From an optimization exercise on the open Yosys and OpenROAD flow, aimed at small area, a short achievable clock period and few clock cycles; shortcuts taken in it are not production practice. Only simulation tests tie the RTL to the original design; equivalence was not proved.

==> flow/design.v (excerpt) <==
module axi_matrix_accelerator #(
    parameter ADDR_W = 32,
    parameter DATA_W = 32
) (
    input  logic clk,
    input  logic rst_n,
    input  logic [ADDR_W-1:0] s_axi_awaddr,
    input  logic        s_axi_awvalid,
    output logic        s_axi_awready,
    input  logic [DATA_W-1:0] s_axi_wdata,
    input  logic        s_axi_wvalid,
    output logic        s_axi_wready,
    output logic        s_axi_bvalid,
    output logic [1:0]  s_axi_bresp,
    input  logic        s_axi_bready,
    input  logic [ADDR_W-1:0] s_axi_araddr,
    input  logic        s_axi_arvalid,
    output logic        s_axi_arready,
    output logic [DATA_W-1:0] s_axi_rdata,
    output logic [1:0]  s_axi_rresp,
    output logic        s_axi_rvalid,
    input  logic        s_axi_rready,
    input  logic [DATA_W-1:0] s_axis_a_tdata,
    input  logic        s_axis_a_tvalid,
    output logic        s_axis_a_tready,
    input  logic        s_axis_a_tlast,
    input  logic [DATA_W-1:0] s_axis_b_tdata,
    input  logic        s_axis_b_tvalid,
    output logic        s_axis_b_tready,
    input  logic        s_axis_b_tlast,
    output logic [DATA_W-1:0] m_axis_c_tdata,
    output logic        m_axis_c_tvalid,
    input  logic        m_axis_c_tready,
    output logic        m_axis_c_tlast
);
Size: roughly 2,900 cells after synthesis, about 800 flip-flops, ~250 I/O pins.
clock: 11.0 ns
lec_check: 0
cap_margin: 20
core_margin: 2
core_utilization: 45
cts_buf_list: sky130_fd_sc_hd__clkbuf_16
cts_cluster_diameter: 150
cts_cluster_size: 30
slew_margin: 20
standard.sh (not shown) runs the stock make flow with config.mk's settings and CLKGATE_MAP_FILE= SYNTH_SCRIPT=/design/flow/synth_recipe.tcl, a recipe that flattens the netlist after the stock synthesis.
==> flow/flow/run.sh <==
#!/bin/bash
# The standard layout (the standard.sh, unchanged synthesis), with
#  - the port buffers made of sky130_fd_sc_hd__buf_2 (ORFS otherwise picks a
#    delay cell); every port still gets its buffer.
# make's output goes to make_finish.log; each step's full log stays in orfs/logs/.
set -euo pipefail
MARGIN=$(cat flow/margin.txt)
bash standard.sh SETUP_SLACK_MARGIN=$MARGIN \
    "BUFFER_PORTS_ARGS=-buffer_cell sky130_fd_sc_hd__buf_2" finish > make_finish.log 2>&1
==> flow/flow/margin.txt <==
7.0
The baseline went through all stages and came out clean.
Testbench counts at the start, summed over its fixed seeds: cycles 9,492.
Change:
CORE_UTILIZATION = 60   (was 45)
CTS_CLUSTER_DIAMETER = 120   (was 150)
CTS_CLUSTER_SIZE = 22   (was 30)
- The new run finished with timing, DRC and antenna clean
- final cell count shrinks by about 6.4%
- global-route usage grows by 6.6 points
- synthesized area does not change

* * *

## exp/garnet
axi_matrix_accelerator again, from the RTL that the note above started with.
==> flow/config.mk <==
export PLATFORM = sky130hd
export DESIGN_NAME = axi_matrix_accelerator
export DESIGN_NICKNAME = axi_matrix_accelerator
export VERILOG_FILES = /design/flow/design.v
export SDC_FILE = /design/flow/constraint.sdc
export NUM_CORES = 4
export LEC_CHECK = 0
export ABC_AREA = 1
export CAP_MARGIN = 20
export CORE_MARGIN = 2
export CORE_UTILIZATION = 45
export CTS_BUF_LIST = sky130_fd_sc_hd__clkbuf_16
export CTS_CLUSTER_DIAMETER = 120
export CTS_CLUSTER_SIZE = 22
export SLEW_MARGIN = 20
==> flow/constraint.sdc <==
create_clock -name core_clock -period 11.0 [get_ports {clk}]
set_input_delay 2.2000 -clock core_clock [delete_from_list [all_inputs] [get_ports {clk}]]
set_output_delay 2.2000 -clock core_clock [all_outputs]
set_load 0.01 [all_outputs]
==> flow/flow/margin.txt <==
7.3
Scripts as last shown in full above: flow/flow/run.sh
exp/garnet was carried through to the last stage, and its layout satisfied the timing, design-rule and antenna checks.
Testbench counts of exp/garnet, summed over its fixed seeds: cycles 9,492.
diff inputs: exp/garnet => exp/ember
# exp/garnet
export LEC_CHECK = 0
export ABC_AREA = 1
export CAP_MARGIN = 20
export CORE_MARGIN = 2
export CORE_UTILIZATION = 45
export CTS_BUF_LIST = sky130_fd_sc_hd__clkbuf_16
export CTS_CLUSTER_DIAMETER = 120
export CTS_CLUSTER_SIZE = 22
export SLEW_MARGIN = 20
create_clock -name core_clock -period 11.0 [get_ports {clk}]
# exp/ember
export LEC_CHECK = 0
export ABC_CLOCK_PERIOD_IN_PS = 3500
export CAP_MARGIN = 20
export CORE_MARGIN = 2
export CORE_UTILIZATION = 45
export SLEW_MARGIN = 20
create_clock -name core_clock -period 11.0 [get_ports {clk}]
==> flow/flow/margin.txt <==
7.0
Results
- In the tables for exp/garnet and exp/ember, required arrival time at the worst endpoint reads higher with exp/ember.
- Looking at via count across both flows, exp/ember is the stronger of the two, with exp/garnet trailing.
- exp/ember reports its dominant combinational cell family by area after synthesis as adder cells while exp/garnet reports simple AND/OR/NAND/NOR gates.
- Maximum number of pins on one net before global-route repair: exp/ember vs exp/garnet down 5
- [compare] base=exp/garnet new=exp/ember: multi-input combinational cell count dropped 32%; per-cell routed wire length climbed about 12%; final wirelength dropped about 11%; clock buffer count from CTS climbed 100%; worst path setup slack after routing dropped 210 ps.
- exp/ember went all the way through synthesis, placement and routing and the layout is clean on timing, DRC and antenna.
- In the reports for exp/garnet and exp/ember, the larger final-stage net count belongs to exp/garnet.
- exp/ember ended with less fraction of area in multi-input gates than exp/garnet.
The inputs of exp/sierra differ from those of exp/ember as listed below.
==> flow/flow/margin.txt <==
7.2
Every run (exp/ember and exp/sierra) finished clean.
Between exp/ember and exp/sierra, the met3 routing resource usage after global routing is higher for exp/sierra.
Of exp/ember and exp/sierra, exp/ember shows the lower cell count, with exp/sierra above it.
Non-clock buffer count (exp/sierra / exp/ember): 1.2
--- input diff exp/sierra..exp/onyx ---
==> flow/flow/margin.txt <==
6.0
### Flow results
Comparing exp/sierra and exp/onyx, the higher total buffers and inverters traversed by the critical path was measured on exp/onyx.
Per the comparison of exp/onyx with exp/sierra, number of global-route vias before repair decreased by 666 relative to the old numbers; placed wire-length estimate after detailed placement closely matched the old numbers.
exp/onyx has completed all stages; timing, DRC and antenna checks passed.
Reported for exp/sierra and exp/onyx, synthesized area turned out identical to the last digit.
Going from exp/sierra to exp/onyx, initial antenna violation count +3.
Of exp/sierra and exp/onyx, exp/sierra shows the higher total detailed-routing wirelength, with exp/onyx below it.
From exp/sierra to exp/onyx the numbers moved as follows: data required time of the critical path has decreased; tightest slew margin relative to the limit now smaller; finished layout cell area fell about 4.3%.

## static timing again, ports no longer ideal
Ports are ideal in the flow. The routed layouts listed here were re-timed in OpenROAD. Step 1 sets driving cells, clkbuf_16 on the clock port and buf_2 on the other inputs (assumed; they add their load-dependent delay and slew). Step 2 times the ports against the registers' clock, not the clock port: input delays grow and output delays shrink by t, the midpoint of the rising clock arrivals with the driver on. Slacks: ideal / step 1 / step 2; pairs: ideal / step 1.
run	t (ns)	setup WS [ns]	worst setup path at the end	clock arrival spread, ns
the first run of note 1	0.730	6.952 / 6.952 / 6.457	input to register	0.041 / 0.041
the second run of note 1	0.673	6.899 / 6.899 / 6.453	input to register	0.023 / 0.024
exp/garnet	0.699	7.156 / 7.156 / 7.038	input to register	0.035 / 0.035
exp/ember	0.724	6.942 / 6.942 / 6.427	input to register	0.035 / 0.035
exp/sierra	0.738	6.954 / 6.954 / 6.735	input to register	0.051 / 0.051
exp/onyx	0.712	6.196 / 6.196 / 6.196	register to register	0.035 / 0.036
After both steps setup and hold are still met in every run listed. For exp/ember, which loses most, drivers alone change the setup slack by 0.000 ns; drivers and shift together by -0.515 ns.
